Background: an optimization exercise with open tools, aiming at small area, a short achievable clock period and few clock cycles. Do not read the settings as production practice. Where RTL was checked, it was by simulation tests only, not by an equivalence proof against the original. Only the layout flow was run in run 1; the RTL was not checked for function there.

==> flow/design.v, too long to show whole: its modules and the start of the top module <==
// module mult32x32_fast_arith: 2096 lines
// module mult32x32_fast_fsm: 16 lines
// module mult32x32_fast: 27 lines
module mult32x32_fast (
    input  logic        clk,
    input  logic        reset,
    input  logic        start,
    input  logic [31:0] a,
    input  logic [31:0] b,
    output logic        busy,
    output logic [63:0] product
);
  // ...
==> flow/run.sh <==
#!/bin/bash
# synth_recipe.tcl (not shown) runs the flow's synth.tcl, then flattens the netlist and writes it again
# the make line also repeats each setting of config.mk as NAME=value (left out here)
make -C /OpenROAD-flow-scripts/flow DESIGN_CONFIG=/design/flow/config.mk WORK_HOME=/design/flow/orfs CLKGATE_MAP_FILE= SYNTH_SCRIPT=/design/flow/synth_recipe.tcl finish
==> flow/config.mk <==
export PLATFORM = sky130hd
export DESIGN_NAME = mult32x32_fast
export DESIGN_NICKNAME = mult32x32_fast
export VERILOG_FILES = /design/flow/design.v
export SDC_FILE = /design/flow/constraint.sdc
export NUM_CORES = 4
export LEC_CHECK = 0
export ABC_AREA = 1
export CAP_MARGIN = 20
export CORE_MARGIN = 2
export CORE_UTILIZATION = 40
export PLACE_DENSITY = 0.6
export SETUP_SLACK_MARGIN = 5
export SLEW_MARGIN = 20
==> flow/constraint.sdc <==
create_clock -name core_clock -period 12.0 [get_ports {clk}]
set_input_delay 2.4000 -clock core_clock [delete_from_list [all_inputs] [get_ports {clk}]]
set_output_delay 2.4000 -clock core_clock [all_outputs]
set_load 0.01 [all_outputs]
==> flow_metrics.tcl, run 1 <==
set metrics [dict create \
    status "no timing/DRC/antenna violations" \
    crit_type "input port to flip-flop" \
    overflow 0 \
    ys_ff_latch 65 \
    wl_met1_mm 31.3 \
    multi_input_cells 1624 \
    crit_required_ns 12.10 \
    vias 18000 \
    syn_nets 2526 \
    dr_wl_met2_mm 34.5 \
    max_cap_viol_count 0 \
    min_from "product[47]" \
    clk_pin_slew_ns 0.06 \
    final_nets 2813 \
    dr_wl_met3_mm 9.42 \
    layout_setup_ws_ns 3.55 \
    largest_register "product" \
    largest_register_ffs 64 \
    wirelength_mm 80.2 \
    synth_area_leaders "fa_1, xor2_1, edfxtp_1, inv_1, o22ai_1" \
    ys_warn_count 2 \
    final-nonclk-buf-share_pct 15.7 \
    fin_cells 3032 \
    syn_to_final_growth_pct 43.7 \
    drc 0 \
    use_met2_pct 52.2 \
    hold_path.class "flip-flop to flip-flop" \
    cts_tree "yes" \
    critPathLaunchType "input port" \
    dp_cells 2784 \
    ys_seq_area_share_pct 11.2 \
    grt_busiest_layer "met2" \
    grt_setup_unrepaired "true" \
    synth_cells 2155 \
    io_pins 132 \
    antenna_found_initial 1 \
    synth_top_family_by_area "adder cells" \
    start_util_pct 40.5 \
    n_tap_cell 585 \
]
==> module mult32x32_fast, before the edit <==
module mult32x32_fast (
    input  logic        clk,
    input  logic        reset,
    input  logic        start,
    input  logic [31:0] a,
    input  logic [31:0] b,
    output logic        busy,
    output logic [63:0] product
);
    logic        sel_hi;      
    logic        top;         
    logic [15:0] chunk;
    logic [47:0] r16;
    logic [63:0] s;
    mult32x32_fast_fsm fsm_u (
        .clk(clk), .reset(reset), .start(start), .b_msw_is_0(b[31:16] == 16'd0),
        .busy(busy), .sel_hi(sel_hi)
    );
    assign chunk = sel_hi ? b[31:16] : b[15:0];
    assign top   = ~busy & (sel_hi ? b[31] : b[15]);
    assign r16   = busy ? product[47:0] : {16'd0, a & {32{top}}};
    mult32x32_fast_arith arith_u (.a(a), .c(chunk), .cl(sel_hi & b[15]), .r16(r16), .s(s));
    always_ff @(posedge clk) begin
        if (start | busy)
            product <= s;
    end
endmodule
==> inputs of run 2 (changes only) <==
--- a/flow/design.v
+++ b/flow/design.v
@@ -1,18 +1,22 @@
 module mult32x32_fast_arith (
     input  logic [31:0] a,
-    input  logic [15:0] c,
-    input  logic        cl,
+    input  logic [31:0] b,
+    input  logic        sel,
     input  logic [47:0] r16,
     output logic [63:0] s
 );
 logic one0;
 logic two0;
 logic neg0;
+logic onel0;
+logic twol0;
+logic oneh0;
+logic twoh0;
 logic pp1;
 logic pp2;
 logic pp3;
 logic pp4;
 logic pp5;
 logic pp6;
 logic pp7;
 logic pp8;
@@ -40,16 +44,20 @@
 logic pp30;
 logic pp31;
 logic pp32;
 logic pp33;
 logic nn34;
 logic one1;
 logic two1;
 logic neg1;
+logic onel1;
+logic twol1;
+logic oneh1;
+logic twoh1;
 logic pp35;
 logic pp36;
 logic pp37;
 logic pp38;
 logic pp39;
 logic pp40;
 logic pp41;
 logic pp42;
@@ -77,16 +85,20 @@
 logic pp64;
 logic pp65;
 logic pp66;
 logic pp67;
 logic nn68;
 logic one2;
 logic two2;
 logic neg2;
+logic onel2;
+logic twol2;
+logic oneh2;
+logic twoh2;
 logic pp69;
 logic pp70;
 logic pp71;
 logic pp72;
 logic pp73;
 logic pp74;
 logic pp75;
 logic pp76;
@@ -114,16 +126,20 @@
 logic pp98;
 logic pp99;
 logic pp100;
 logic pp101;
 logic nn102;
 logic one3;
 logic two3;
 logic neg3;
+logic onel3;
+logic twol3;
+logic oneh3;
+logic twoh3;
 logic pp103;
 logic pp104;
 logic pp105;
 logic pp106;
 logic pp107;
 logic pp108;
 logic pp109;
 logic pp110;
@@ -151,16 +167,20 @@
 logic pp132;
 logic pp133;
 logic pp134;
 logic pp135;
 logic nn136;
 logic one4;
 logic two4;
 logic neg4;
+logic onel4;
+logic twol4;
+logic oneh4;
+logic twoh4;
 logic pp137;
 logic pp138;
 logic pp139;
 logic pp140;
 logic pp141;
 logic pp142;
 logic pp143;
 logic pp144;
@@ -188,16 +208,20 @@
 logic pp166;
 logic pp167;
 logic pp168;
 logic pp169;
 logic nn170;
 logic one5;
 logic two5;
 logic neg5;
+logic onel5;
+logic twol5;
+logic oneh5;
+logic twoh5;
 logic pp171;
 logic pp172;
 logic pp173;
 logic pp174;
 logic pp175;
 logic pp176;
 logic pp177;
 logic pp178;
@@ -225,16 +249,20 @@
 logic pp200;
 logic pp201;
 logic pp202;
 logic pp203;
 logic nn204;
 logic one6;
 logic two6;
 logic neg6;
+logic onel6;
+logic twol6;
+logic oneh6;
+logic twoh6;
 logic pp205;
 logic pp206;
 logic pp207;
 logic pp208;
 logic pp209;
 logic pp210;
 logic pp211;
 logic pp212;
@@ -262,16 +290,20 @@
 logic pp234;
 logic pp235;
 logic pp236;
 logic pp237;
 logic nn238;
 logic one7;
 logic two7;
 logic neg7;
+logic onel7;
+logic twol7;
+logic oneh7;
+logic twoh7;
 logic pp239;
 logic pp240;
 logic pp241;
 logic pp242;
 logic pp243;
 logic pp244;
 logic pp245;
 logic pp246;
@@ -1043,19 +1075,23 @@
 logic c1012;
 logic s1013;
 logic c1014;
 logic s1015;
 logic c1016;
 logic s1017;
 logic c1018;
 logic [63:0] r0, r1;
-assign one0 = c[0] ^ cl;
-assign two0 = (c[1] & ~c[0] & ~cl) | (~c[1] & c[0] & cl);
-assign neg0 = c[1];
+assign onel0 = b[0] ^ 1'b0;
+assign twol0 = (b[1] & ~b[0] & ~1'b0) | (~b[1] & b[0] & 1'b0);
+assign oneh0 = b[16] ^ b[15];
+assign twoh0 = (b[17] & ~b[16] & ~b[15]) | (~b[17] & b[16] & b[15]);
+assign one0 = sel ? oneh0 : onel0;
+assign two0 = sel ? twoh0 : twol0;
+assign neg0 = sel ? b[17] : b[1];
 assign pp1 = ((one0 & a[0])) ^ neg0;
 assign pp2 = ((one0 & a[1]) | (two0 & a[0])) ^ neg0;
 assign pp3 = ((one0 & a[2]) | (two0 & a[1])) ^ neg0;
 assign pp4 = ((one0 & a[3]) | (two0 & a[2])) ^ neg0;
 assign pp5 = ((one0 & a[4]) | (two0 & a[3])) ^ neg0;
 assign pp6 = ((one0 & a[5]) | (two0 & a[4])) ^ neg0;
 assign pp7 = ((one0 & a[6]) | (two0 & a[5])) ^ neg0;
 assign pp8 = ((one0 & a[7]) | (two0 & a[6])) ^ neg0;
@@ -1080,19 +1116,23 @@
 assign pp27 = ((one0 & a[26]) | (two0 & a[25])) ^ neg0;
 assign pp28 = ((one0 & a[27]) | (two0 & a[26])) ^ neg0;
 assign pp29 = ((one0 & a[28]) | (two0 & a[27])) ^ neg0;
 assign pp30 = ((one0 & a[29]) | (two0 & a[28])) ^ neg0;
 assign pp31 = ((one0 & a[30]) | (two0 & a[29])) ^ neg0;
 assign pp32 = ((one0 & a[31]) | (two0 & a[30])) ^ neg0;
 assign pp33 = ((two0 & a[31])) ^ neg0;
 assign nn34 = ~neg0;
-assign one1 = c[2] ^ c[1];
-assign two1 = (c[3] & ~c[2] & ~c[1]) | (~c[3] & c[2] & c[1]);
-assign neg1 = c[3];
+assign onel1 = b[2] ^ b[1];
+assign twol1 = (b[3] & ~b[2] & ~b[1]) | (~b[3] & b[2] & b[1]);
+assign oneh1 = b[18] ^ b[17];
+assign twoh1 = (b[19] & ~b[18] & ~b[17]) | (~b[19] & b[18] & b[17]);
+assign one1 = sel ? oneh1 : onel1;
+assign two1 = sel ? twoh1 : twol1;
+assign neg1 = sel ? b[19] : b[3];
 assign pp35 = ((one1 & a[0])) ^ neg1;
 assign pp36 = ((one1 & a[1]) | (two1 & a[0])) ^ neg1;
 assign pp37 = ((one1 & a[2]) | (two1 & a[1])) ^ neg1;
 assign pp38 = ((one1 & a[3]) | (two1 & a[2])) ^ neg1;
 assign pp39 = ((one1 & a[4]) | (two1 & a[3])) ^ neg1;
 assign pp40 = ((one1 & a[5]) | (two1 & a[4])) ^ neg1;
 assign pp41 = ((one1 & a[6]) | (two1 & a[5])) ^ neg1;
 assign pp42 = ((one1 & a[7]) | (two1 & a[6])) ^ neg1;
@@ -1117,19 +1157,23 @@
 assign pp61 = ((one1 & a[26]) | (two1 & a[25])) ^ neg1;
 assign pp62 = ((one1 & a[27]) | (two1 & a[26])) ^ neg1;
 assign pp63 = ((one1 & a[28]) | (two1 & a[27])) ^ neg1;
 assign pp64 = ((one1 & a[29]) | (two1 & a[28])) ^ neg1;
 assign pp65 = ((one1 & a[30]) | (two1 & a[29])) ^ neg1;
 assign pp66 = ((one1 & a[31]) | (two1 & a[30])) ^ neg1;
 assign pp67 = ((two1 & a[31])) ^ neg1;
 assign nn68 = ~neg1;
-assign one2 = c[4] ^ c[3];
-assign two2 = (c[5] & ~c[4] & ~c[3]) | (~c[5] & c[4] & c[3]);
-assign neg2 = c[5];
+assign onel2 = b[4] ^ b[3];
+assign twol2 = (b[5] & ~b[4] & ~b[3]) | (~b[5] & b[4] & b[3]);
+assign oneh2 = b[20] ^ b[19];
+assign twoh2 = (b[21] & ~b[20] & ~b[19]) | (~b[21] & b[20] & b[19]);
+assign one2 = sel ? oneh2 : onel2;
+assign two2 = sel ? twoh2 : twol2;
+assign neg2 = sel ? b[21] : b[5];
 assign pp69 = ((one2 & a[0])) ^ neg2;
 assign pp70 = ((one2 & a[1]) | (two2 & a[0])) ^ neg2;
 assign pp71 = ((one2 & a[2]) | (two2 & a[1])) ^ neg2;
 assign pp72 = ((one2 & a[3]) | (two2 & a[2])) ^ neg2;
 assign pp73 = ((one2 & a[4]) | (two2 & a[3])) ^ neg2;
 assign pp74 = ((one2 & a[5]) | (two2 & a[4])) ^ neg2;
 assign pp75 = ((one2 & a[6]) | (two2 & a[5])) ^ neg2;
 assign pp76 = ((one2 & a[7]) | (two2 & a[6])) ^ neg2;
@@ -1154,19 +1198,23 @@
 assign pp95 = ((one2 & a[26]) | (two2 & a[25])) ^ neg2;
 assign pp96 = ((one2 & a[27]) | (two2 & a[26])) ^ neg2;
 assign pp97 = ((one2 & a[28]) | (two2 & a[27])) ^ neg2;
 assign pp98 = ((one2 & a[29]) | (two2 & a[28])) ^ neg2;
 assign pp99 = ((one2 & a[30]) | (two2 & a[29])) ^ neg2;
 assign pp100 = ((one2 & a[31]) | (two2 & a[30])) ^ neg2;
 assign pp101 = ((two2 & a[31])) ^ neg2;
 assign nn102 = ~neg2;
-assign one3 = c[6] ^ c[5];
-assign two3 = (c[7] & ~c[6] & ~c[5]) | (~c[7] & c[6] & c[5]);
-assign neg3 = c[7];
+assign onel3 = b[6] ^ b[5];
+assign twol3 = (b[7] & ~b[6] & ~b[5]) | (~b[7] & b[6] & b[5]);
+assign oneh3 = b[22] ^ b[21];
+assign twoh3 = (b[23] & ~b[22] & ~b[21]) | (~b[23] & b[22] & b[21]);
+assign one3 = sel ? oneh3 : onel3;
+assign two3 = sel ? twoh3 : twol3;
+assign neg3 = sel ? b[23] : b[7];
 assign pp103 = ((one3 & a[0])) ^ neg3;
 assign pp104 = ((one3 & a[1]) | (two3 & a[0])) ^ neg3;
 assign pp105 = ((one3 & a[2]) | (two3 & a[1])) ^ neg3;
 assign pp106 = ((one3 & a[3]) | (two3 & a[2])) ^ neg3;
 assign pp107 = ((one3 & a[4]) | (two3 & a[3])) ^ neg3;
 assign pp108 = ((one3 & a[5]) | (two3 & a[4])) ^ neg3;
 assign pp109 = ((one3 & a[6]) | (two3 & a[5])) ^ neg3;
 assign pp110 = ((one3 & a[7]) | (two3 & a[6])) ^ neg3;
@@ -1191,19 +1239,23 @@
 assign pp129 = ((one3 & a[26]) | (two3 & a[25])) ^ neg3;
 assign pp130 = ((one3 & a[27]) | (two3 & a[26])) ^ neg3;
 assign pp131 = ((one3 & a[28]) | (two3 & a[27])) ^ neg3;
 assign pp132 = ((one3 & a[29]) | (two3 & a[28])) ^ neg3;
 assign pp133 = ((one3 & a[30]) | (two3 & a[29])) ^ neg3;
 assign pp134 = ((one3 & a[31]) | (two3 & a[30])) ^ neg3;
 assign pp135 = ((two3 & a[31])) ^ neg3;
 assign nn136 = ~neg3;
-assign one4 = c[8] ^ c[7];
-assign two4 = (c[9] & ~c[8] & ~c[7]) | (~c[9] & c[8] & c[7]);
-assign neg4 = c[9];
+assign onel4 = b[8] ^ b[7];
+assign twol4 = (b[9] & ~b[8] & ~b[7]) | (~b[9] & b[8] & b[7]);
+assign oneh4 = b[24] ^ b[23];
+assign twoh4 = (b[25] & ~b[24] & ~b[23]) | (~b[25] & b[24] & b[23]);
+assign one4 = sel ? oneh4 : onel4;
+assign two4 = sel ? twoh4 : twol4;
+assign neg4 = sel ? b[25] : b[9];
 assign pp137 = ((one4 & a[0])) ^ neg4;
 assign pp138 = ((one4 & a[1]) | (two4 & a[0])) ^ neg4;
 assign pp139 = ((one4 & a[2]) | (two4 & a[1])) ^ neg4;
 assign pp140 = ((one4 & a[3]) | (two4 & a[2])) ^ neg4;
 assign pp141 = ((one4 & a[4]) | (two4 & a[3])) ^ neg4;
 assign pp142 = ((one4 & a[5]) | (two4 & a[4])) ^ neg4;
 assign pp143 = ((one4 & a[6]) | (two4 & a[5])) ^ neg4;
 assign pp144 = ((one4 & a[7]) | (two4 & a[6])) ^ neg4;
@@ -1228,19 +1280,23 @@
 assign pp163 = ((one4 & a[26]) | (two4 & a[25])) ^ neg4;
 assign pp164 = ((one4 & a[27]) | (two4 & a[26])) ^ neg4;
 assign pp165 = ((one4 & a[28]) | (two4 & a[27])) ^ neg4;
 assign pp166 = ((one4 & a[29]) | (two4 & a[28])) ^ neg4;
 assign pp167 = ((one4 & a[30]) | (two4 & a[29])) ^ neg4;
 assign pp168 = ((one4 & a[31]) | (two4 & a[30])) ^ neg4;
 assign pp169 = ((two4 & a[31])) ^ neg4;
 assign nn170 = ~neg4;
-assign one5 = c[10] ^ c[9];
-assign two5 = (c[11] & ~c[10] & ~c[9]) | (~c[11] & c[10] & c[9]);
-assign neg5 = c[11];
+assign onel5 = b[10] ^ b[9];
+assign twol5 = (b[11] & ~b[10] & ~b[9]) | (~b[11] & b[10] & b[9]);
+assign oneh5 = b[26] ^ b[25];
+assign twoh5 = (b[27] & ~b[26] & ~b[25]) | (~b[27] & b[26] & b[25]);
+assign one5 = sel ? oneh5 : onel5;
+assign two5 = sel ? twoh5 : twol5;
+assign neg5 = sel ? b[27] : b[11];
 assign pp171 = ((one5 & a[0])) ^ neg5;
 assign pp172 = ((one5 & a[1]) | (two5 & a[0])) ^ neg5;
 assign pp173 = ((one5 & a[2]) | (two5 & a[1])) ^ neg5;
 assign pp174 = ((one5 & a[3]) | (two5 & a[2])) ^ neg5;
 assign pp175 = ((one5 & a[4]) | (two5 & a[3])) ^ neg5;
 assign pp176 = ((one5 & a[5]) | (two5 & a[4])) ^ neg5;
 assign pp177 = ((one5 & a[6]) | (two5 & a[5])) ^ neg5;
 assign pp178 = ((one5 & a[7]) | (two5 & a[6])) ^ neg5;
@@ -1265,19 +1321,23 @@
 assign pp197 = ((one5 & a[26]) | (two5 & a[25])) ^ neg5;
 assign pp198 = ((one5 & a[27]) | (two5 & a[26])) ^ neg5;
 assign pp199 = ((one5 & a[28]) | (two5 & a[27])) ^ neg5;
 assign pp200 = ((one5 & a[29]) | (two5 & a[28])) ^ neg5;
 assign pp201 = ((one5 & a[30]) | (two5 & a[29])) ^ neg5;
 assign pp202 = ((one5 & a[31]) | (two5 & a[30])) ^ neg5;
 assign pp203 = ((two5 & a[31])) ^ neg5;
 assign nn204 = ~neg5;
-assign one6 = c[12] ^ c[11];
-assign two6 = (c[13] & ~c[12] & ~c[11]) | (~c[13] & c[12] & c[11]);
-assign neg6 = c[13];
+assign onel6 = b[12] ^ b[11];
+assign twol6 = (b[13] & ~b[12] & ~b[11]) | (~b[13] & b[12] & b[11]);
+assign oneh6 = b[28] ^ b[27];
+assign twoh6 = (b[29] & ~b[28] & ~b[27]) | (~b[29] & b[28] & b[27]);
+assign one6 = sel ? oneh6 : onel6;
+assign two6 = sel ? twoh6 : twol6;
+assign neg6 = sel ? b[29] : b[13];
 assign pp205 = ((one6 & a[0])) ^ neg6;
 assign pp206 = ((one6 & a[1]) | (two6 & a[0])) ^ neg6;
 assign pp207 = ((one6 & a[2]) | (two6 & a[1])) ^ neg6;
 assign pp208 = ((one6 & a[3]) | (two6 & a[2])) ^ neg6;
 assign pp209 = ((one6 & a[4]) | (two6 & a[3])) ^ neg6;
 assign pp210 = ((one6 & a[5]) | (two6 & a[4])) ^ neg6;
 assign pp211 = ((one6 & a[6]) | (two6 & a[5])) ^ neg6;
 assign pp212 = ((one6 & a[7]) | (two6 & a[6])) ^ neg6;
@@ -1302,19 +1362,23 @@
 assign pp231 = ((one6 & a[26]) | (two6 & a[25])) ^ neg6;
 assign pp232 = ((one6 & a[27]) | (two6 & a[26])) ^ neg6;
 assign pp233 = ((one6 & a[28]) | (two6 & a[27])) ^ neg6;
 assign pp234 = ((one6 & a[29]) | (two6 & a[28])) ^ neg6;
 assign pp235 = ((one6 & a[30]) | (two6 & a[29])) ^ neg6;
 assign pp236 = ((one6 & a[31]) | (two6 & a[30])) ^ neg6;
 assign pp237 = ((two6 & a[31])) ^ neg6;
 assign nn238 = ~neg6;
-assign one7 = c[14] ^ c[13];
-assign two7 = (c[15] & ~c[14] & ~c[13]) | (~c[15] & c[14] & c[13]);
-assign neg7 = c[15];
+assign onel7 = b[14] ^ b[13];
+assign twol7 = (b[15] & ~b[14] & ~b[13]) | (~b[15] & b[14] & b[13]);
+assign oneh7 = b[30] ^ b[29];
+assign twoh7 = (b[31] & ~b[30] & ~b[29]) | (~b[31] & b[30] & b[29]);
+assign one7 = sel ? oneh7 : onel7;
+assign two7 = sel ? twoh7 : twol7;
+assign neg7 = sel ? b[31] : b[15];
 assign pp239 = ((one7 & a[0])) ^ neg7;
 assign pp240 = ((one7 & a[1]) | (two7 & a[0])) ^ neg7;
 assign pp241 = ((one7 & a[2]) | (two7 & a[1])) ^ neg7;
 assign pp242 = ((one7 & a[3]) | (two7 & a[2])) ^ neg7;
 assign pp243 = ((one7 & a[4]) | (two7 & a[3])) ^ neg7;
 assign pp244 = ((one7 & a[5]) | (two7 & a[4])) ^ neg7;
 assign pp245 = ((one7 & a[6]) | (two7 & a[5])) ^ neg7;
 assign pp246 = ((one7 & a[7]) | (two7 & a[6])) ^ neg7;
@@ -2116,24 +2180,22 @@
     input  logic        start,
     input  logic [31:0] a,
     input  logic [31:0] b,
     output logic        busy,
     output logic [63:0] product
 );
     logic        sel_hi;      
     logic        top;         
-    logic [15:0] chunk;
     logic [47:0] r16;
     logic [63:0] s;
     mult32x32_fast_fsm fsm_u (
         .clk(clk), .reset(reset), .start(start), .b_msw_is_0(b[31:16] == 16'd0),
         .busy(busy), .sel_hi(sel_hi)
     );
-    assign chunk = sel_hi ? b[31:16] : b[15:0];
     assign top   = ~busy & (sel_hi ? b[31] : b[15]);
     assign r16   = busy ? product[47:0] : {16'd0, a & {32{top}}};
-    mult32x32_fast_arith arith_u (.a(a), .c(chunk), .cl(sel_hi & b[15]), .r16(r16), .s(s));
+    mult32x32_fast_arith arith_u (.a(a), .b(b), .sel(sel_hi), .r16(r16), .s(s));
     always_ff @(posedge clk) begin
         if (start | busy)
             product <= s;
     end
 endmodule
--- a/flow/config.mk
+++ b/flow/config.mk
@@ -5,10 +5,10 @@
 export SDC_FILE = /design/flow/constraint.sdc
 export NUM_CORES = 4
 export LEC_CHECK = 0
 export ABC_AREA = 1
 export CAP_MARGIN = 20
 export CORE_MARGIN = 2
 export CORE_UTILIZATION = 40
 export PLACE_DENSITY = 0.6
-export SETUP_SLACK_MARGIN = 5
+export SETUP_SLACK_MARGIN = 2
 export SLEW_MARGIN = 20
==> flow_metrics.tcl, run 2 <==
set metrics [dict create \
    critPathLaunchType "input port" \
    final_nets 2589 \
    ys_ff_latch 65 \
    synth_area_leaders "fa_1, xor2_1, edfxtp_1, o22ai_1, inv_1" \
    critPathMaxFanout 32 \
    r2r_cells 25 \
    cts_buffer_depth 2 \
    io_pins 132 \
    synth.most_common_cell "inv_1" \
    critPathTopFamily "compound AO/OA/AOI/OAI gates" \
    hold_depth 4 \
    r2r_end "product[63]" \
    min_from "product[47]" \
    vias 16600 \
    wl_met1_mm 28.8 \
    hold_buffers 0 \
    largest_register "product" \
    routed_via_density 5.90 \
    crit_slowest_cell "a31oi_4" \
    reg2reg_from "fsm_u.busy" \
    min_period_ns 9.65 \
    die_x_um 214 \
    tns_ns 0 \
    final_common_cell "inv_1" \
    routabilityCongestion 0.991 \
    synthesis.area_sq_um 17600 \
    postCtsSetupBuffers 0 \
    async_reset_ff_share_pct 1.54 \
    largest_register_ffs 64 \
    ys_warn_count 2 \
    dr_wl_met3_mm 7.65 \
    drtIter0Drc 1947 \
    layout-drive-gt1-share_pct 5.40 \
    crit_buf_inv 6 \
    core.rowCount 76 \
    synthFlopType "edfxtp_1" \
    cp-startpoint "b[23]" \
    synth_top_area_cell "fa_1" \
    mostFrequentLayoutCells "inv_1, xor2_1, nand2_1, o22ai_1, fa_1" \
    crit_type "input port to flip-flop" \
    end_kind "flip-flop" \
    grt_first_pass_wirelength_mm 103 \
    dieArea_sq_um 45700 \
    fin_crit_sh_pct 80.4 \
    ant_nets 0 \
    cts.sinks 65 \
    routed.top_layer "met4" \
    syn_nets 2541 \
    hold_path.class "flip-flop to flip-flop" \
    slew_violations 0 \
    clk_latency_ns 0.38 \
    hpwlAfterDp_mm 51.5 \
    skew_ns 0.0158 \
    cts_buffers 9 \
    cts.htree.levels 3 \
    setup_viol 0 \
    port_buffers 131 \
    root_buffer "clkbuf_16" \
    crit_required_ns 12.13 \
    syn_area_per_cell_sq_um 8.11 \
    antenna_found_initial 2 \
    overflow 0 \
    grt_pass1_vias 17000 \
    worstPathArrival_ns 9.78 \
    top_regs "product: 64 flops, fsm_u.busy: 1 flops" \
    design.core.area_sq_um 43300 \
    drc 0 \
    wirelength_mm 67.7 \
    clk_pin_slew_ns 0.06 \
    hold_viol 0 \
    max_cap_viol_count 0 \
    wl_per_cell_um 24.1 \
    slew_headroom_pct 29.6 \
    nFillCells 4271 \
    grt_max_degree 65 \
    cp_slowest_stage_delay_ns 0.67 \
    yosysUniqueCellTypes 55 \
    dr_wl_met2_mm 28.9 \
    synth_top_area_share_pct 25.1 \
    worstMarginPinSlew_ns 1.06 \
    cts.repair.resized 0 \
    track_usage_pct 30.2 \
    synth_cells 2171 \
    status "no timing/DRC/antenna violations" \
    grt_setup_unrepaired "false" \
    syn_to_final_growth_pct 11.3 \
    drt-pass1-iter-count 9 \
    cts_tree "yes" \
    synth_edf_count 64 \
    synthTopCellsByCount "inv_1, xor2_1, nand2_1" \
    ys_seq_area_share_pct 11.1 \
    whs_endpoint "product[63]" \
    fp.dieH_um 214 \
    fmax_mhz 104 \
    start_util_pct 40.7 \
    r2r_slack_ns 4.53 \
]
==> run 2: how the worst max path moves through the flow <==
stage	endpoint	slack (ns)	cells after the start
after floorplan	product[56]	4.21	28
after global placement	product[56]	2.27	27
after detailed placement	product[56]	2.20	27
after CTS	product[56]	2.58	27
after global routing	product[63]	2.08	27
final	product[63]	2.35	28
==> run 2: worst reg2reg max path, cell delays in order, from the launching register on <==
cell and delay [ns]:
dfrtp_2 0.46, inv_1 0.29, nand2_8 0.23, inv_4 0.32, nor3_4 0.07, a31oi_4 0.62
buf_4 0.45, o22ai_2 0.12, xor2_1 0.20, fa_1 0.54, inv_1 0.07, fa_1 0.43
fa_1 0.42, fa_1 0.41, inv_1 0.07, ha_1 0.30, a21oi_1 0.21, inv_1 0.06
a21oi_1 0.34, o21a_1 0.18, a21boi_0 0.41, nor2_1 0.08, a2111oi_0 0.67, nand2_1 0.13
nand2_1 0.09, nand2_1 0.05
==> run 2: stage by stage <==
| step | hold WS, ns | setup WS (ns) | instance area, sq um | std cells | util (%) |
|---|---|---|---|---|---|
| floorplan | 0.764 | 4.21 | 17600 | 2171 | - |
| global placement | 0.756 | 2.27 | 19200 | 2791 | 44.4 |
| detailed placement | 0.754 | 2.20 | 19200 | 2791 | 44.4 |
| CTS | 0.770 | 2.58 | 19500 | 2807 | 45.2 |
| global route | 0.835 | 2.08 | 19600 | 2809 | 45.3 |
| finish | 0.767 | 2.35 | 19600 | 2811 | 45.3 |
==> run 2: logic make-up (layout without fill, tap and decap cells) <==
group | after synthesis | count (layout) | synth area share, %
buffers and inverters | 459 | 512 | 11.0
adder cells (fa/ha/maj) | 303 | 303 | 31.0
XOR/XNOR | 312 | 312 | 15.5
multiplexers | 1 | 1 | 0.0782
AND/OR/NAND/NOR | 513 | 513 | 12.3
other | 0 | 2 | 0
flip-flops | 65 | 65 | 11.1
AO/OA/AOI/OAI | 518 | 518 | 19.1
==> run 2: cell type report <==
| class | count | area (sq um) | share of cell area [%] |
|---|---|---|---|
| Antenna cell | 2 | 5.00 | 0.0256 |
| Clock buffer | 9 | 225 | 1.15 |
| Clock inverter | 7 | 116 | 0.594 |
| Inverter | 346 | 1300 | 6.66 |
| Multi-Input combinational cell | 1647 | 13800 | 70.3 |
| Sequential cell | 65 | 1950 | 9.95 |
| Tap cell | 585 | 732 | 3.74 |
| Timing Repair Buffer | 150 | 1480 | 7.56 |
==> run 2: layer usage <==
metal	vias to the layer above	GRT usage (%)
li1	7243	-
met1	8151	41.9
met2	1017	45.0
met3	177	8.68
met4	0	10.5
met5	-	0
Testbench counts of run 2, summed over its fixed seeds: cycles 4,808.
==> inputs of run 3 (changes only) <==
--- a/flow/config.mk
+++ b/flow/config.mk
@@ -10,5 +10,5 @@
 export CORE_MARGIN = 2
 export CORE_UTILIZATION = 40
 export PLACE_DENSITY = 0.6
-export SETUP_SLACK_MARGIN = 2
+export SETUP_SLACK_MARGIN = 3
 export SLEW_MARGIN = 20
==> flow_metrics.tcl, run 3 <==
set metrics [dict create \
    layout-drive-gt1-share_pct 7.06 \
    ys_warn_count 2 \
    nFillCells 4221 \
    tns_ns 0 \
    wl_met1_mm 28.9 \
    final_common_cell "inv_1" \
    antenna_found_initial 1 \
    fmax_mhz 114 \
    critPathLaunchType "input port" \
    design.core.area_sq_um 43300 \
    die_x_um 214 \
    cts.htree.levels 3 \
    ant_nets 0 \
    reg2reg_from "fsm_u.busy" \
    synthTopCellsByCount "inv_1, xor2_1, nand2_1" \
    routabilityCongestion 0.991 \
    synthFlopType "edfxtp_1" \
    synth_top_area_share_pct 25.1 \
    synth.most_common_cell "inv_1" \
    fp.dieH_um 214 \
    clk_latency_ns 0.38 \
    end_kind "flip-flop" \
    skew_ns 0.0157 \
    routed_via_density 5.94 \
    status "no timing/DRC/antenna violations" \
    synth_top_area_cell "fa_1" \
    drt-pass1-iter-count 6 \
    hold_path.class "flip-flop to flip-flop" \
    regArea_sq_um 1950 \
    synth_area_leaders "fa_1, xor2_1, edfxtp_1, o22ai_1, inv_1" \
    dp_slack_ns 2.20 \
    min_from "product[47]" \
    hpwlAfterDp_mm 51.5 \
    slew_violations 0 \
    dr_wl_met3_mm 8.43 \
    dieArea_sq_um 45700 \
    cts_buffers 9 \
    cp-startpoint "b[21]" \
    syn_to_final_growth_pct 14.0 \
    ys_ff_latch 65 \
    root_buffer "clkbuf_16" \
    port_buffers 131 \
    synth_cells 2171 \
    io_pins 132 \
    worstMarginPinSlew_ns 0.989 \
    max_cap_viol_count 0 \
    layout_setup_ws_ns 3.25 \
    min_period_ns 8.75 \
    largest_register_ffs 64 \
    largest_register "product" \
    start_util_pct 40.7 \
    overflow 0 \
    crit_type "input port to flip-flop" \
    grt_pass1_vias 17200 \
    cts_buffer_depth 2 \
    wl_per_cell_um 24.5 \
    grt_max_degree 65 \
    final_nets 2618 \
    whs_ns 0.768 \
    fin_crit_sh_pct 72.9 \
    top_regs "product: 64 flops, fsm_u.busy: 1 flops" \
    routed.top_layer "met4" \
    track_usage_pct 30.8 \
    yosysUniqueCellTypes 55 \
    syn_nets 2541 \
    grt_setup_unrepaired "true" \
    core.rowCount 76 \
    worstPathArrival_ns 8.86 \
    cts_tree "yes" \
    synth_edf_count 64 \
    slew_headroom_pct 34.0 \
    mostFrequentLayoutCells "inv_1, xor2_1, nand2_1, o22ai_1, fa_1" \
    grt_first_pass_wirelength_mm 105 \
    ys_seq_area_share_pct 11.1 \
    hold_viol 0 \
    multi_input_area_sq_um 13900 \
    setup_viol 0 \
    critPathMaxFanout 30 \
    syn_area_per_cell_sq_um 8.11 \
    vias 16900 \
    drc 0 \
    cts.sinks 65 \
    wirelength_mm 69.6 \
    crit_required_ns 12.12 \
    clk_pin_slew_ns 0.06 \
    dr_wl_met2_mm 29.6 \
    synthesis.area_sq_um 17600 \
    drtIter0Drc 2133 \
    async_reset_ff_share_pct 1.54 \
]
## run 3: critical path, stage by stage
cell and delay [ns]:
clkdlybuf4s50_1 0.57, nor2_1 0.10, nand2_1 0.09, nor2_2 0.05, nand2_4 0.11, nand2_4 0.22, o21ai_2 0.54, inv_6 0.30
xor2_1 0.26, fa_1 0.51, fa_1 0.52, fa_1 0.50, fa_1 0.55, inv_1 0.07, ha_1 0.40, nand2_1 0.12
nor2_1 0.21, inv_1 0.11, nor4_2 0.34, nand4_1 0.13, nand3_1 0.16, nand3_1 0.10, o211ai_1 0.15, a21oi_1 0.15
xnor2_1 0.15
## run 3: stage by stage
step | instance area, sq um | std cells | util [%]
after floorplan | 17600 | 2171 | -
after global placement | 19200 | 2791 | 44.4
after detailed placement | 19200 | 2791 | 44.4
after CTS | 19700 | 2818 | 45.5
after global routing | 20100 | 2838 | 46.4
final | 20100 | 2839 | 46.4
## run 3: timing repair
item | 4_1_cts | 5_1_grt
hold buffers | 0 | 0
gates resized for setup | 12 | 52
buffers inserted | 9 | 18
gates cloned | 2 | 2
setup endpoints to repair | 21 | 33
pin swaps | 2 | 8
## run 3: worst paths after layout
kind / end / cells after the start / slack [ns]
worst max-delay path: product[56] / 25 / 3.25
worst min-delay path: product[63] / 4 / 0.77
worst max register to register: product[56] / 21 / 5.25
worst min register to register: product[63] / 4 / 0.77
max in group asynchronous: fsm_u.busy / 2 / 9.75
min in group asynchronous: fsm_u.busy / 2 / 2.16
## run 3: cell type report
| type | count | share of cell area [%] |
|---|---|---|
| Clock buffer | 9 | 1.12 |
| Tap cell | 585 | 3.65 |
| Clock inverter | 7 | 0.580 |
| Timing Repair Buffer | 175 | 8.82 |
| Antenna cell | 1 | 0.0125 |
| Sequential cell | 65 | 9.71 |
| Multi-Input combinational cell | 1651 | 69.5 |
| Inverter | 346 | 6.63 |
## run 3: cell families after synthesis
group	Yosys count	synth area share [%]
fa+ha+maj	303	31.0
compound gates	518	19.1
simple gates	513	12.3
xor+xnor	312	15.5
mux	1	0.0782
buf+inv	459	11.0
flops	65	11.1
## run 3: per-layer routing
metal	track usage (%)	up-vias
li1	-	7320
met1	42.3	8214
met2	46.2	1124
met3	8.92	192
met4	11.1	0
met5	0	-
==> inputs of run 4 (changes only) <==
==> flow/flow/run.sh (new file) <==
#!/bin/bash
# Layout: the standard flow (standard.sh, its synthesis unchanged), with two changes:
# the ports are buffered with buf_4 cells instead of the delay buffers buffer_ports picks
# by default, and the resizer may swap a cell for one of another footprint.
# make's full output goes to standard_flow.log here; ORFS's per-step logs to orfs/logs/.
set -euo pipefail
bash standard.sh \
  "BUFFER_PORTS_ARGS=-buffer_cell sky130_fd_sc_hd__buf_4" \
  MATCH_CELL_FOOTPRINT=0 \
  finish > standard_flow.log 2>&1
==> flow/standard.sh (new file) <==
#!/bin/bash
# synth_recipe.tcl (not shown) runs the flow's synth.tcl, then flattens the netlist and writes it again
# the make line also repeats each setting of config.mk as NAME=value (left out here)
make -C /OpenROAD-flow-scripts/flow DESIGN_CONFIG=/design/flow/config.mk WORK_HOME=/design/flow/orfs CLKGATE_MAP_FILE= SYNTH_SCRIPT=/design/flow/synth_recipe.tcl "${@:-finish}"
--- a/flow/config.mk
+++ b/flow/config.mk
@@ -8,7 +8,7 @@
 export ABC_AREA = 1
 export CAP_MARGIN = 20
 export CORE_MARGIN = 2
-export CORE_UTILIZATION = 40
-export PLACE_DENSITY = 0.6
+export CORE_UTILIZATION = 60
+export PLACE_DENSITY = 0.75
 export SETUP_SLACK_MARGIN = 3
 export SLEW_MARGIN = 20
removed: flow/run.sh
==> flow_metrics.tcl, run 4 <==
set metrics [dict create \
    synth_cells 2171 \
    vias 17100 \
    hold_viol 0 \
    cts_tree "yes" \
    status "no timing/DRC/antenna violations" \
    crit_type "input port to flip-flop" \
    cts.htree.levels 3 \
    drc 0 \
    clk_latency_ns 0.36 \
    root_buffer "clkbuf_16" \
    synthFlopType "edfxtp_1" \
    slew_headroom_pct 33.6 \
    largest_register_ffs 64 \
    drtIter0Drc 2572 \
    crit_required_ns 12.15 \
    synth_top_area_share_pct 25.1 \
    largest_register "product" \
    cts_buffer_depth 2 \
    routabilityCongestion 1.02 \
    final_common_cell "inv_1" \
    ant_nets 0 \
    synthTopCellsByCount "inv_1, xor2_1, nand2_1" \
    hold_path.class "flip-flop to flip-flop" \
    design.core.area_sq_um 28800 \
    routed_via_density 6.53 \
    ys_warn_count 2 \
    syn_nets 2541 \
    yosysUniqueCellTypes 55 \
    critPathMaxFanout 30 \
    die_x_um 175 \
    synth_area_leaders "fa_1, xor2_1, edfxtp_1, o22ai_1, inv_1" \
    track_usage_pct 42.9 \
    setup_viol 0 \
    min_period_ns 8.81 \
    hpwlAfterDp_mm 48.6 \
    mostFrequentLayoutCells "inv_1, xor2_1, nand2_1, o22ai_1, fa_1" \
    critPathLaunchType "input port" \
    synth_top_area_cell "fa_1" \
    port_buffers 131 \
    top_regs "product: 64 flops, fsm_u.busy: 1 flops" \
    fp.dieH_um 175 \
    overflow 0 \
    slew_violations 0 \
    grt_max_degree 65 \
    start_util_pct 61.2 \
    drt-pass1-iter-count 8 \
    cts_buffers 9 \
    clk_pin_slew_ns 0.07 \
    cts.sinks 65 \
    antenna_found_initial 3 \
    worstPathArrival_ns 8.96 \
    fmax_mhz 114 \
    tns_ns 0 \
    ys_seq_area_share_pct 11.1 \
    grt_first_pass_wirelength_mm 99.6 \
    core.rowCount 62 \
    wl_per_cell_um 25.0 \
    max_cap_viol_count 0 \
    synth_edf_count 64 \
    layout-drive-gt1-share_pct 12.2 \
    final_nets 2600 \
    dieArea_sq_um 30700 \
    ys_ff_latch 65 \
    wirelength_mm 65.6 \
    syn_to_final_growth_pct 8.84 \
    fin_crit_sh_pct 73.4 \
    synthesis.area_sq_um 17600 \
    async_reset_ff_share_pct 1.54 \
    worstMarginPinSlew_ns 0.995 \
    synth.most_common_cell "inv_1" \
    syn_area_per_cell_sq_um 8.11 \
    fin_util_pct 66.6 \
    skew_ns 0.0109 \
    io_pins 132 \
    grt_pass1_vias 17000 \
    end_kind "flip-flop" \
    grt_setup_unrepaired "true" \
    r2r_slack_ns 4.58 \
]
## run 4: cell count changes in the layout (fill, tap and decap cells not counted), moves of 3 or more
cell | before | now
buf_12 | 7 | 2
inv_4 | 2 | 5
buf_4 | 28 | 151
o21ai_2 | 7 | 13
a21boi_1 | 5 | 1
o21ai_4 | 8 | 2
inv_6 | 6 | 1
a21boi_0 | 5 | 9
clkdlybuf4s50_1 | 131 | 0
## run 4: cells by family (layout without fill, tap and decap cells)
| kind of cell | Yosys count | count (layout) | synth area share [%] |
|---|---|---|---|
| compound gates | 518 | 519 | 19.1 |
| xor+xnor | 312 | 312 | 15.5 |
| fa+ha+maj | 303 | 303 | 31.0 |
| buf+inv | 459 | 520 | 11.0 |
| flops | 65 | 65 | 11.1 |
| mux | 1 | 1 | 0.0782 |
| other cells | 0 | 2 | 0 |
| simple gates | 513 | 515 | 12.3 |
## run 4: final timing paths
check,from,depth (start not counted),end
max,b[25],25,product[48]
min,product[47],5,product[63]
max reg2reg,fsm_u.busy,20,product[48]
min reg2reg,product[47],5,product[63]
max in group asynchronous,reset,2,fsm_u.busy
min in group asynchronous,reset,2,fsm_u.busy
## run 4: what timing repair did
item,in CTS,in global routing
pin swaps,2,2
buffers inserted,3,4
hold buffers,0,0
setup endpoints to repair,5,17
resized for setup,5,24
gates cloned,1,2
## run 4: layout make-up
| type | instances | area (sq um) |
|---|---|---|
| Inverter | 346 | 1320 |
| Clock inverter | 7 | 93.8 |
| Fill cell | 2460 | 9630 |
| Sequential cell | 65 | 1950 |
| Clock buffer | 9 | 225 |
| Multi-Input combinational cell | 1650 | 13900 |
| Timing Repair Buffer | 158 | 1230 |
| Tap cell | 384 | 480 |
| Antenna cell | 2 | 5.00 |
## run 4: critical path: stages
cell      delay (ns)
buf_4           0.13
nor2_1          0.22
nand2_1         0.11
nor2_2          0.15
nand2_4         0.11
nand2_8         0.16
nand2_1         0.11
o21ai_2         0.20
inv_2           0.51
xor2_1          0.32
fa_1            0.45
fa_1            0.53
fa_1            0.52
fa_1            0.62
inv_1           0.06
ha_1            0.50
nand2_1         0.17
nor2_1          0.26
inv_1           0.11
nor4_2          0.36
nand4_1         0.12
nand3_1         0.20
nand3_1         0.12
o211ai_1        0.14
xor2_1          0.33
## run 4: through the flow
| step | cells | setup WS (ns) | instance area [sq um] | hold slack, ns |
|---|---|---|---|---|
| finish | 2621 | 3.19 | 19200 | 0.896 |
| floorplan | 2171 | 4.21 | 17600 | 0.764 |
| global placement | 2593 | 2.30 | 18600 | 0.844 |
| detailed placement | 2593 | 2.20 | 18600 | 0.865 |
| global route | 2619 | 2.98 | 19100 | 0.965 |
| CTS | 2613 | 3.04 | 19000 | 0.881 |
## run 4: layer usage
layer | global-route usage [%] | share of wire, %
met3 | 15.0 | 15
met5 | 0 | 0.020
met2 | 61.9 | 41
met1 | 59.3 | 38
met4 | 16.6 | 4.9
==> inputs of run 5 (changes only) <==
--- a/flow/config.mk
+++ b/flow/config.mk
@@ -8,7 +8,7 @@
 export ABC_AREA = 1
 export CAP_MARGIN = 20
 export CORE_MARGIN = 2
-export CORE_UTILIZATION = 60
-export PLACE_DENSITY = 0.75
+export CORE_UTILIZATION = 40
+export PLACE_DENSITY = 0.6
 export SETUP_SLACK_MARGIN = 3
 export SLEW_MARGIN = 20
==> flow_metrics.tcl, run 5 <==
set metrics [dict create \
    status "no timing/DRC/antenna violations" \
    die_x_um 214 \
    routed_via_density 5.90 \
    r2r_end "product[21]" \
    timing.critical_path.mode_cell "fa_1" \
    cp_slowest_stage_delay_ns 0.75 \
    crit_type "input port to flip-flop" \
    final_nets 2607 \
    tns_ns 0 \
    overflow 0 \
    cts_tree "yes" \
    diodes 0 \
    layout-drive-gt1-share_pct 12.4 \
    hold_depth 5 \
    drt-pass1-iter-count 9 \
    synth_top_area_share_pct 25.1 \
    min_period_ns 8.80 \
    core.rowCount 76 \
    synth_area_leaders "fa_1, xor2_1, edfxtp_1, o22ai_1, inv_1" \
    cts_buffers 9 \
    min_from "product[47]" \
    hold_path.class "flip-flop to flip-flop" \
    fp.dieH_um 214 \
    setup_viol 0 \
    synth.most_common_cell "inv_1" \
    worstPathArrival_ns 8.88 \
    fin_crit_sh_pct 73.3 \
    cts.sinks 65 \
    drc 0 \
    whs_endpoint "product[63]" \
    io_pins 132 \
    r2r_cells 21 \
    drtIter0Drc 2138 \
    wl_per_cell_um 24.2 \
    port_buffers 131 \
    cts.htree.levels 3 \
    async_reset_ff_share_pct 1.54 \
    hold_viol 0 \
    synth_cells 2171 \
    design.core.area_sq_um 43300 \
    regArea_sq_um 1950 \
    cts_buffer_depth 2 \
    end_kind "flip-flop" \
    slew_headroom_pct 29.0 \
    synth_edf_count 64 \
    track_usage_pct 30.2 \
    worstMarginPinSlew_ns 1.06 \
    grt_first_pass_wirelength_mm 102 \
    ys_seq_area_share_pct 11.1 \
    reg2reg_from "fsm_u.busy" \
    nFillCells 4382 \
    mostFrequentLayoutCells "inv_1, xor2_1, nand2_1, o22ai_1, fa_1" \
    crit_slowest_cell "a31oi_2" \
    clk_pin_slew_ns 0.06 \
    dieArea_sq_um 45700 \
    synthTopCellsByCount "inv_1, xor2_1, nand2_1" \
    routabilityCongestion 1.00 \
    vias 16700 \
    grt_setup_unrepaired "false" \
    ys_warn_count 2 \
    yosysUniqueCellTypes 55 \
    path_cells "buf_4 -> nor2_1 -> nand2_1 -> nor2_2 -> nand2_4 -> nand2_8 -> inv_4 -> a31oi_2 -> o22ai_1 -> xor2_1 -> ha_1 -> inv_1 -> fa_1 -> fa_1 -> inv_1 -> fa_1 -> ha_1 -> a21oi_1 -> o21ai_0 -> a21oi_1 -> o21ai_4 -> nand2_1 -> nand2_2 -> xor2_1" \
    skew_ns 0.0281 \
    wirelength_mm 68.4 \
    whs_ns 0.800 \
    largest_register "product" \
    fmax_mhz 114 \
    slew_violations 0 \
    start_util_pct 40.7 \
    grt_max_degree 65 \
    ant_nets 0 \
    synthFlopType "edfxtp_1" \
    critPathLaunchType "input port" \
    synthesis.area_sq_um 17600 \
    final_common_cell "inv_1" \
    multi_input_area_sq_um 13800 \
    antenna_found_initial 1 \
    grt_pass1_vias 16700 \
    largest_register_ffs 64 \
    synth_top_area_cell "fa_1" \
    cp-startpoint "b[25]" \
    hold_buffers 0 \
    syn_area_per_cell_sq_um 8.11 \
    clk_latency_ns 0.39 \
    syn_nets 2541 \
    crit_required_ns 12.09 \
    max_cap_viol_count 0 \
    r2r_slack_ns 4.91 \
    ys_ff_latch 65 \
    root_buffer "clkbuf_16" \
    syn_to_final_growth_pct 10.4 \
    critPathMaxFanout 32 \
    hpwlAfterDp_mm 51.6 \
    top_regs "product: 64 flops, fsm_u.busy: 1 flops" \
]
run 5: cell type report:
cell class | count | share of cell area, %
Clock buffer | 9 | 1.16
Multi-Input combinational cell | 1649 | 71.2
Clock inverter | 7 | 0.522
Sequential cell | 65 | 10.0
Timing Repair Buffer | 166 | 6.58
Tap cell | 585 | 3.77
Inverter | 346 | 6.76
run 5: metrics by stage:
| step | setup WS (ns) | cells | util, % | instance area (sq um) |
|---|---|---|---|---|
| 6_report | 3.20 | 2827 | 44.9 | 19400 |
| 5_1_grt | 3.01 | 2827 | 44.9 | 19400 |
| 4_1_cts | 3.01 | 2811 | 44.4 | 19200 |
| 3_5_place_dp | 2.58 | 2795 | 43.7 | 18900 |
| 3_3_place_gp | 2.62 | 2795 | 43.7 | 18900 |
| 2_1_floorplan | 4.21 | 2171 | - | 17600 |
run 5: worst max-delay path by stage:
stage                  endpoint  slack [ns]  depth (start not counted)
finish              product[21]        3.20                         24
global route        product[60]        3.01                         28
CTS                 product[56]        3.01                         26
detailed placement  product[56]        2.58                         27
global placement    product[56]        2.62                         26
floorplan           product[56]        4.21                         28
run 5: cells by family (layout without fill, tap and decap cells):
family | Yosys count | after routing | share of synthesized area (%)
adder cells (fa/ha/maj) | 303 | 303 | 31.0
AO/OA/AOI/OAI | 518 | 519 | 19.1
XOR/XNOR | 312 | 312 | 15.5
flip-flops | 65 | 65 | 11.1
multiplexers | 1 | 1 | 0.0782
buffers and inverters | 459 | 528 | 11.0
AND/OR/NAND/NOR | 513 | 514 | 12.3
run 5: timing repair:
action | CTS | global route
gates cloned | 0 | 2
setup buffers | 0 | 13
pin swaps | 1 | 5
setup endpoints to repair | 2 | 21
gates resized for setup | 1 | 15
run 5: per-layer routing:
layer | global-route usage, % | wire [um] | share of wire [%] | vias to the layer above
met5 | 1.72 | 121 | 0.18 | -
met4 | 9.82 | 2340 | 3.4 | 4
met3 | 7.16 | 8370 | 12 | 194
met2 | 44.8 | 28800 | 42 | 1117
met1 | 43.1 | 28800 | 42 | 8087
li1 | - | - | - | 7285
run 5: critical path, delay by kind of cell:
| family | cells | cell delay (ns) |
|---|---|---|
| AO/OA/AOI/OAI | 6 | 2.27 |
| adder cells (fa/ha/maj) | 5 | 2.04 |
| buffers and inverters | 4 | 0.44 |
| AND/OR/NAND/NOR | 7 | 0.99 |
| XOR/XNOR | 2 | 0.73 |
==> inputs of run 6 (changes only) <==
--- a/flow/config.mk
+++ b/flow/config.mk
@@ -10,5 +10,5 @@
 export CORE_MARGIN = 2
 export CORE_UTILIZATION = 40
 export PLACE_DENSITY = 0.6
-export SETUP_SLACK_MARGIN = 3
+export SETUP_SLACK_MARGIN = 4
 export SLEW_MARGIN = 20
==> flow_metrics.tcl, run 6 <==
set metrics [dict create \
    root_buffer "clkbuf_16" \
    cts_buffer_depth 2 \
    syn_nets 2541 \
    clk_latency_ns 0.40 \
    crit_slowest_cell "fa_1" \
    max_cap_viol_count 0 \
    hpwlAfterDp_mm 51.6 \
    die_x_um 214 \
    min_from "product[47]" \
    hold_depth 5 \
    stdcell_area_sq_um 20900 \
    top_regs "product: 64 flops, fsm_u.busy: 1 flops" \
    nFillCells 4229 \
    io_pins 132 \
    vias 17100 \
    synth_area_leaders "fa_1, xor2_1, edfxtp_1, o22ai_1, inv_1" \
    status "no timing/DRC/antenna violations" \
    final_nets 2656 \
    fin_crit_sh_pct 67.8 \
    cts.sinks 65 \
    synth_edf_count 64 \
    worstMarginPinSlew_ns 1.01 \
    hold_path.class "flip-flop to flip-flop" \
    port_buffers 131 \
    whs_endpoint "product[63]" \
    grt_setup_unrepaired "true" \
    fmax_mhz 123 \
    drt-pass1-iter-count 6 \
    antenna_found_initial 0 \
    fp.dieH_um 214 \
    crit_type "input port to flip-flop" \
    critPathMaxFanout 16 \
    cts_tree "yes" \
    grt_first_pass_wirelength_mm 105 \
    routabilityCongestion 1.00 \
    fin_cells 2877 \
    overflow 0 \
    skew_ns 0.0305 \
    synth_cells 2171 \
    mostFrequentLayoutCells "inv_1, xor2_1, nand2_1, o22ai_1, fa_1" \
    largest_register "product" \
    tns_ns 0 \
    core.rowCount 76 \
    cts_buffers 9 \
    final_common_cell "inv_1" \
    clk_pin_slew_ns 0.07 \
    grt_pass1_vias 17100 \
    placed_area_sq_um 18900 \
    crit_required_ns 12.09 \
    hold_viol 0 \
    wirelength_mm 71.2 \
    ys_seq_area_share_pct 11.1 \
    drc 0 \
    dp_slack_ns 2.58 \
    fin_util_pct 48.3 \
    ys_ff_latch 65 \
    track_usage_pct 31.2 \
    layout_setup_ws_ns 3.87 \
    synth_top_area_cell "fa_1" \
    reg2reg_from "fsm_u.busy" \
    slew_headroom_pct 32.6 \
    end_kind "flip-flop" \
    synthFlopType "edfxtp_1" \
    ant_nets 0 \
    layout-drive-gt1-share_pct 20.2 \
    r2r_slack_ns 5.23 \
    dp_cells 2795 \
    slew_violations 0 \
    whs_ns 0.804 \
    hold_buffers 0 \
    synthesis.area_sq_um 17600 \
    cts.htree.levels 3 \
    start_util_pct 40.7 \
    critPathLaunchType "input port" \
    synth.most_common_cell "inv_1" \
    r2r_cells 22 \
    syn_to_final_growth_pct 18.8 \
    largest_register_ffs 64 \
    design.core.area_sq_um 43300 \
    r2r_end "product[17]" \
    yosysUniqueCellTypes 55 \
    syn_area_per_cell_sq_um 8.11 \
    min_period_ns 8.13 \
    routed_via_density 5.93 \
    drtIter0Drc 2377 \
    async_reset_ff_share_pct 1.54 \
    worstPathArrival_ns 8.23 \
    wl_per_cell_um 24.7 \
    grt_max_degree 65 \
    synthTopCellsByCount "inv_1, xor2_1, nand2_1" \
    ys_warn_count 2 \
    setup_viol 0 \
    synth_top_area_share_pct 25.1 \
    cp_slowest_stage_delay_ns 0.49 \
    dieArea_sq_um 45700 \
]
## run 6: cell counts after synthesis
No cell type changed its count.
## run 6: final cells by class
class / count / area (sq um) / area share [%]
repair inverters: 1 / 8.76 / 0.0419
inverters: 346 / 1350 / 6.43
diodes: 1 / 2.50 / 0.0120
clock buffers: 9 / 225 / 1.08
repair buffers: 210 / 1790 / 8.55
clock inverters: 7 / 101 / 0.485
flip-flops and latches: 65 / 1950 / 9.32
multi-input cells: 1653 / 14800 / 70.6
well taps: 585 / 732 / 3.50
## run 6: worst max path at each step
stage | startpoint | end | slack [ns] | cells past startpoint
finish | b[25] | product[17] | 3.87 | 26
detailed placement | b[25] | product[56] | 2.58 | 27
global route | b[27] | product[58] | 3.83 | 30
floorplan | b[23] | product[56] | 4.21 | 28
global placement | b[25] | product[56] | 2.62 | 26
CTS | b[17] | product[56] | 3.93 | 28
## run 6: logic make-up (layout without fill, tap and decap cells)
| group | after synthesis | after routing | share of synthesized area [%] |
|---|---|---|---|
| multiplexers | 1 | 1 | 0.0782 |
| flip-flops | 65 | 65 | 11.1 |
| buffers and inverters | 459 | 573 | 11.0 |
| AND/OR/NAND/NOR | 513 | 517 | 12.3 |
| AO/OA/AOI/OAI | 518 | 520 | 19.1 |
| other | 0 | 1 | 0 |
| adder cells (fa/ha/maj) | 303 | 303 | 31.0 |
| XOR/XNOR | 312 | 312 | 15.5 |
## run 6: repair_timing
item / 4_1_cts / 5_1_grt
resized for setup: 110 / 181
endpoints found under the setup margin: 46 / 43
pin swaps: 14 / 37
gates cloned: 6 / 2
buffers inserted: 18 / 39
## run 6: layer usage
metal | up-vias | GRT usage, % | wire length [um]
met4 | 2 | 11.1 | 2760
li1 | 7396 | - | -
met5 | - | 1.72 | 111
met2 | 1177 | 46.2 | 29900
met3 | 217 | 8.49 | 8660
met1 | 8269 | 43.5 | 29700
## run 6: critical path: cells and delay by family
family | cells | cell delay (ns)
adders and majority gates | 5 | 2.01
AOI/OAI and AO/OA | 6 | 1.83
and+or+nand+nor | 8 | 0.69
xor gates and xnor gates | 2 | 0.69
buffers and inverters | 5 | 0.58
==> inputs of run 7 (changes only) <==
==> flow/flow/run.sh (replaced) <==
#!/bin/bash
# Layout: the standard flow (standard.sh, its synthesis unchanged), with two changes:
# the ports are buffered with buf_2 cells instead of the delay buffers buffer_ports picks
# by default, and the resizer may swap a cell for one of another footprint.
# make's full output goes to standard_flow.log here; ORFS's per-step logs to orfs/logs/.
set -euo pipefail
bash standard.sh \
  "BUFFER_PORTS_ARGS=-buffer_cell sky130_fd_sc_hd__buf_2" \
  MATCH_CELL_FOOTPRINT=0 \
  finish > standard_flow.log 2>&1
--- a/flow/config.mk
+++ b/flow/config.mk
@@ -10,5 +10,5 @@
 export CORE_MARGIN = 2
 export CORE_UTILIZATION = 40
 export PLACE_DENSITY = 0.6
-export SETUP_SLACK_MARGIN = 4
+export SETUP_SLACK_MARGIN = 3
 export SLEW_MARGIN = 20
==> flow_metrics.tcl, run 7 <==
set metrics [dict create \
    synth_adder_area_share_pct 31.0 \
    hold_path.class "flip-flop to flip-flop" \
    synth_top_family_by_area "adder cells" \
    max_cap_viol_count 0 \
    synthTopCellsByCount "inv_1, xor2_1, nand2_1" \
    slew_violations 0 \
    syn_nets 2541 \
    synth.most_common_cell "inv_1" \
    crit_buf_inv 5 \
    end_kind "flip-flop" \
    syn_area_per_cell_sq_um 8.11 \
    synth_compound_area_share_pct 19.1 \
    hold_viol 0 \
    worst-path-stages 27 \
    worstPathArrival_ns 8.83 \
    async_reset_ff_share_pct 1.54 \
    clk_latency_ns 0.37 \
    cts.sinks 65 \
    status "no timing/DRC/antenna violations" \
    final_nets 2613 \
    reg2reg_from "fsm_u.busy" \
    hpwlAfterDp_mm 51.5 \
    largest_register "product" \
    diodes 0 \
    grt_max_degree 65 \
    vias 16800 \
    slew_headroom_pct 30.0 \
    r2r_end "product[56]" \
    crit_type "input port to flip-flop" \
    layout-drive-gt1-share_pct 12.4 \
    r2r_cells 24 \
    antenna_found_initial 3 \
    mostFrequentLayoutCells "inv_1, xor2_1, nand2_1, o22ai_1, fa_1" \
    synth-xor-area-share_pct 15.5 \
    dieArea_sq_um 45700 \
    largest_register_ffs 64 \
    ys_ff_latch 65 \
    cp-startpoint "b[25]" \
    start_util_pct 40.7 \
    drt-pass1-iter-count 6 \
    synthFlopType "edfxtp_1" \
    clk_pin_slew_ns 0.06 \
    grt_pass1_vias 17200 \
    min_period_ns 8.71 \
    syn_to_final_growth_pct 9.48 \
    synth-simple-area-share_pct 12.3 \
    drtIter0Drc 2042 \
    core.rowCount 76 \
    r2r_slack_ns 4.57 \
    design.core.area_sq_um 43300 \
    critPathMaxFanout 37 \
    cts.htree.levels 3 \
    cts_tree "yes" \
    synth_cells 2171 \
    synth_area_leaders "fa_1, xor2_1, edfxtp_1, o22ai_1, inv_1" \
    crit_required_ns 12.12 \
    drc 0 \
    whs_ns 0.763 \
    critPathLaunchType "input port" \
    final_common_cell "inv_1" \
    grt_first_pass_wirelength_mm 107 \
    fin_util_pct 44.5 \
    yosysUniqueCellTypes 55 \
    synth_edf_count 64 \
    io_pins 132 \
    crit_slowest_cell "fa_1" \
    tns_ns 0 \
    ys_warn_count 2 \
    fin_crit_sh_pct 72.6 \
    setup_viol 0 \
    skew_ns 0.00900 \
    track_usage_pct 31.4 \
    ys_seq_area_share_pct 11.1 \
    grt_setup_unrepaired "true" \
    routabilityCongestion 0.989 \
    die_x_um 214 \
    timing.critical_path.mode_cell "fa_1" \
    synthesis.area_sq_um 17600 \
    wirelength_mm 70.3 \
    critPathTopFamily "adder cells" \
    overflow 0 \
    top_regs "product: 64 flops, fsm_u.busy: 1 flops" \
    synth_top_area_share_pct 25.1 \
    hold_buffers 0 \
    routed_via_density 5.93 \
    endpoint "product[56]" \
    wl_per_cell_um 24.8 \
    ant_nets 0 \
    worstMarginPinSlew_ns 1.05 \
    fmax_mhz 115 \
    synth_top_area_cell "fa_1" \
    cp_slowest_stage_delay_ns 0.58 \
    port_buffers 131 \
    fp.dieH_um 214 \
    root_buffer "clkbuf_16" \
    cts_buffer_depth 2 \
    cts_buffers 9 \
    synth.mux.area_fraction_pct 0.0782 \
]
==> run 7: cell counts after synthesis <==
No cell type changed its count.
==> run 7: through the flow <==
stage                     cell area (sq um)  cells  setup WS (ns)
after floorplan                       17600   2171           4.21
after global placement                18600   2793           2.32
after detailed placement              18600   2793           2.17
after CTS                             19000   2815           3.02
after global routing                  19300   2833           2.93
final                                 19300   2833           3.29
==> run 7: kinds of logic (layout without fill, tap and decap cells) <==
kind of cell               after synthesis  after routing
AOI/OAI and AO/OA                      518            522
xor gates and xnor gates               312            312
adders and majority gates              303            303
buffers and inverters                  459            531
DFF                                     65             65
muxes                                    1              1
and+or+nand+nor                        513            514
==> run 7: layout make-up <==
type	count	area, sq um
fillers	4359	24000
multi-input cells	1652	13900
flip-flops and latches	65	1950
inverters	346	1310
repair buffers	169	1050
well taps	585	732
clock buffers	10	229
clock inverters	6	82.6
==> run 7: what timing repair did <==
item / 4_1_cts / 5_1_grt
gates resized for setup: 6 / 19
setup buffers: 1 / 18
endpoints found under the setup margin: 16 / 22
gates cloned: 5 / 0
pin swaps: 5 / 7
==> run 7: per-layer routing <==
layer | wire, um | global-route usage [%]
met3 | 8650 | 9.99
met4 | 2590 | 12.3
met5 | 13 | 0
met2 | 30100 | 47.3
met1 | 29000 | 41.9
==> run 7: worst register-to-register path: stages, from the launching register on <==
cell and delay (ns):
dfrtp_2 0.38, buf_4 0.35, inv_1 0.39, nand2_8 0.24, inv_4 0.48, nor3_4 0.12, buf_4 0.18, a31oi_4 0.62
o22ai_1 0.18, xor2_1 0.20, fa_1 0.47, fa_1 0.52, fa_1 0.43, fa_1 0.52, inv_1 0.05, ha_1 0.37
a21oi_1 0.21, a21boi_0 0.33, o21ai_0 0.21, a21oi_1 0.17, nand3_1 0.16, nand3_1 0.12, o211ai_1 0.15, a21oi_1 0.23
xnor2_1 0.10
==> run 7: how the worst min path moves through the flow <==
stage	from	endpoint	slack, ns	depth (start not counted)
after floorplan	product[47]	product[63]	0.76	4
after detailed placement	product[47]	product[63]	0.76	4
final	product[47]	product[63]	0.76	4
after global placement	product[47]	product[63]	0.75	4
after global routing	product[47]	product[63]	0.87	4
after CTS	product[47]	product[63]	0.76	4

## what the ideal ports hide
In the flow no input, the clock included, has a driving cell. The finished layouts below were timed again as built, in two steps.
Step 1 assumes that a clkbuf_16 drives the clock port and a buf_2 every other input.
Step 2 moves the port delays by t, midway between the first and last clock arrival at a register: inputs arrive t later, outputs are due t later. That takes back most of the time a late clock gives input paths.
Three values: ideal ports, drivers, drivers and shift; two values: the first two.
run	t, ns	setup WS [ns]	worst register clock-pin slew, ns
run 1	0.419	3.554 / 3.564 / 3.145	0.08 / 0.08
run 2	0.419	2.350 / 2.378 / 1.959	0.07 / 0.07
run 3	0.420	3.253 / 3.282 / 2.862	0.07 / 0.07
run 4	0.406	3.195 / 3.225 / 2.818	0.07 / 0.07
run 5	0.432	3.203 / 3.227 / 2.795	0.09 / 0.09
run 6	0.433	3.867 / 3.885 / 3.451	0.09 / 0.09
run 7	0.418	3.285 / 3.317 / 2.899	0.07 / 0.07
After both steps setup and hold are still met in every run listed. For run 6, which loses most, drivers alone change the setup slack by +0.018 ns; drivers and shift together by -0.416 ns.
